Source: an optimization exercise on an open RTL-to-GDS flow (aim: small area, a short achievable clock period and few clock cycles). Production flows keep margins and buffers that such runs may drop.
RTL that was checked went through simulation tests only; none was proved equivalent to the original.

==> module FAdd, before the edit <==
module FAdd(
    input rst,
    input clk,
    input  [31:0]               a,
    input  [31:0]               b,
    output reg [31:0]           c,
    output reg [2:0]            state
);
    wire a_s = a[31];
    wire b_s = b[31];
    wire [7:0] a_e = a[30:23];
    wire [7:0] b_e = b[30:23];
    wire a_h = |a_e;
    wire b_h = |b_e;
    wire a_max = &a_e;
    wire b_max = &b_e;
    wire a_mz = ~|a[22:0];
    wire b_mz = ~|b[22:0];
    wire a_inf = a_max & a_mz;
    wire b_inf = b_max & b_mz;
    wire any_nan = (a_max & ~a_mz) | (b_max & ~b_mz) | (a_inf & b_inf & (a_s ^ b_s));
    wire swap, same;
    fa_gt #(31) u_cmp(.a(b[30:0]), .b(a[30:0]), .gt(swap), .eq(same));
    wire [7:0] ea1 = {a_e[7:1], a_e[0] | ~a_h};    
    wire [7:0] eb1 = {b_e[7:1], b_e[0] | ~b_h};
    wire [7:0] d = swap ? eb1 - ea1 : ea1 - eb1;
    wire [7:0] e_big = swap ? eb1 : ea1;
    wire s_big = swap ? b_s : a_s;
    wire [23:0] m_big = swap ? {b_h, b[22:0]} : {a_h, a[22:0]};
    wire [23:0] m_sml = swap ? {a_h, a[22:0]} : {b_h, b[22:0]};
    wire sub = a_s ^ b_s;
    wire big = |d[7:5];
    reg [25:0] t;
    reg        st;
    integer k;
    always @* begin
        t = {m_sml, 2'b00};
        st = 1'b0;
        for (k = 0; k < 5; k = k + 1)
            if (d[k]) begin
                st = st | |(t & ((26'd1 << (1 << k)) - 1));
                t = t >> (1 << k);
            end
    end
    wire [25:0] al = big ? 26'd0 : t;
    wire sticky = big ? |m_sml : st;
    wire [27:0] op_s = {1'b0, al, sticky};
    wire [27:0] sum;
    fa_add #(28) u_add(.x({1'b0, m_big, 3'b000}), .y(op_s ^ {28{sub}}), .ci(sub), .s(sum));
    reg first_n;               
    reg [27:0] r_sum;
    reg [7:0]  r_e;
    reg        r_s;
    reg        r_nan;
    always @(posedge clk) begin
        first_n <= rst;
        if (!first_n) begin
            r_sum <= sum;
            r_e   <= e_big;
            r_s   <= s_big & ~(sub & same);    
            r_nan <= any_nan;
        end
    end
    reg [27:0] lim;
    integer i;
    always @* begin
        for (i = 0; i < 28; i = i + 1)
            lim[i] = (r_e == 27 - i);
    end
    wire [27:0] lz_in = r_sum | lim;
    wire [4:0] lz;
    fa_lzc u_lzc(.x({lz_in, 4'b0000}), .n(lz), .zero());
    reg [27:0] n;
    integer j;
    always @* begin
        n = r_sum;
        for (j = 4; j >= 0; j = j - 1)
            if (lz[j]) n = n << (1 << j);
    end
    wire [7:0] ex = {8{n[27]}} & (r_e + 8'd1 - {3'b0, lz});
    wire rnd = n[3] & (n[2] | n[1] | n[0] | n[4]);
    wire [30:0] pk;
    fa_inc #(31) u_inc(.x({ex, n[26:4]}), .ci(rnd), .s(pk));
    wire ovf = (r_e == 8'd254) & r_sum[27];
    always @* begin
        state = {3{first_n}};
        if (r_nan)
            c = 32'h7f800001;
        else if (&r_e | ovf)         
            c = {r_s, 8'hff, 23'd0};
        else
            c = {r_s, pk};
    end
endmodule
export LEC_CHECK = 0
export ABC_AREA = 1
export CAP_MARGIN = 20
export CORE_MARGIN = 2
export CORE_UTILIZATION = 30
export CTS_BUF_LIST = sky130_fd_sc_hd__clkbuf_8
export SETUP_SLACK_MARGIN = 2.0
export SLEW_MARGIN = 20
create_clock -name core_clock -period 10.0 [get_ports {clk}]
standard.sh (not shown) runs the stock make flow with config.mk's settings and CLKGATE_MAP_FILE= SYNTH_SCRIPT=/design/flow/synth_recipe.tcl, a recipe that flattens the netlist after the stock synthesis.
==> flow/flow/run.sh <==
#!/bin/bash
# Layout flow: the standard flow (standard.sh) with two changes.
#  1. Synthesis is the standard synthesis script, except that ABC maps
#     the logic with flow/map.abc instead of ORFS's abc_area.script.  All
#     other synthesis steps, and so every register, are unchanged.
#  2. buffer_ports uses sky130_fd_sc_hd__buf_2 for the port buffers (every
#     input and output still gets its own buffer).
set -euo pipefail
W=$(pwd)
cat > "$W/my_synth.tcl" <<EOT
proc abc {args} {
  set i [lsearch -exact \$args -script]
  if {\$i >= 0} { lset args [expr {\$i+1}] $W/flow/map.abc }
  yosys abc {*}\$args
}
source $W/synth_recipe.tcl
EOT
sed "s#SYNTH_SCRIPT=[^ ]*#SYNTH_SCRIPT=$W/my_synth.tcl#" standard.sh > my_standard.sh
grep -q "SYNTH_SCRIPT=$W/my_synth.tcl" my_standard.sh
export BUFFER_PORTS_ARGS="-buffer_cell sky130_fd_sc_hd__buf_2"
bash my_standard.sh > standard.log 2>&1
==> flow/flow/map.abc <==
&get -n
&st
&dch
&nf -R 1000
&put
topo
stime -c
buffer -c
upsize -c
dnsize -c
Testbench counts at the start, summed over its fixed seeds: cycles 24,000.
Edit:
--- a/flow/design.v
+++ b/flow/design.v
@@ -20,4 +20,5 @@
     wire b_inf = b_max & b_mz;
     wire any_nan = (a_max & ~a_mz) | (b_max & ~b_mz) | (a_inf & b_inf & (a_s ^ b_s));
+    wire any_inf = a_inf | b_inf;
     wire swap, same;
     fa_gt #(31) u_cmp(.a(b[30:0]), .b(a[30:0]), .gt(swap), .eq(same));
@@ -53,4 +54,5 @@
     reg        r_s;
     reg        r_nan;
+    reg        r_inf;
     always @(posedge clk) begin
         first_n <= rst;
@@ -60,4 +62,5 @@
             r_s   <= s_big & ~(sub & same);    
             r_nan <= any_nan;
+            r_inf <= any_inf;
         end
     end
@@ -87,5 +90,5 @@
         if (r_nan)
             c = 32'h7f800001;
-        else if (&r_e | ovf)         
+        else if (r_inf | ovf)
             c = {r_s, 8'hff, 23'd0};
         else
Outcome: The changed run went through all stages and came out clean. Area after synthesis increases by 2.8%. Count of clock-buffer cells in the layout does not change. Non-clock buffer count came out higher by 14. Setup slack gains 47 ps. Register-to-register slack gets worse by 20 ps. Routed wire length rises by 2.8%.
Only the layout flow was run in the second run of this note; the RTL was not checked for function there.

## port drivers added, routing unchanged
Ports are ideal in the flow. The routed layouts listed here were re-timed in OpenROAD.
Step 1 assumes that a clkbuf_16 drives the clock port and a buf_2 every other input.
Step 2 times the ports against the registers' clock, not the clock port: input delays grow and output delays shrink by t, the midpoint of the rising clock arrivals with the driver on.
Slacks: no drivers / after step 1 / after step 2; pairs: no drivers / after step 1.
run | t, ns | slack for setup (ns) | hold WS [ns] | clock arrival spread, ns
the first run | 0.318 | 2.372 / 2.381 / 2.063 | 0.889 / 0.889 / 0.889 | 0.008 / 0.008
the second run | 0.325 | 2.418 / 2.385 / 2.109 | 0.919 / 0.919 / 0.919 | 0.004 / 0.003
After both steps every run listed still meets setup and hold.
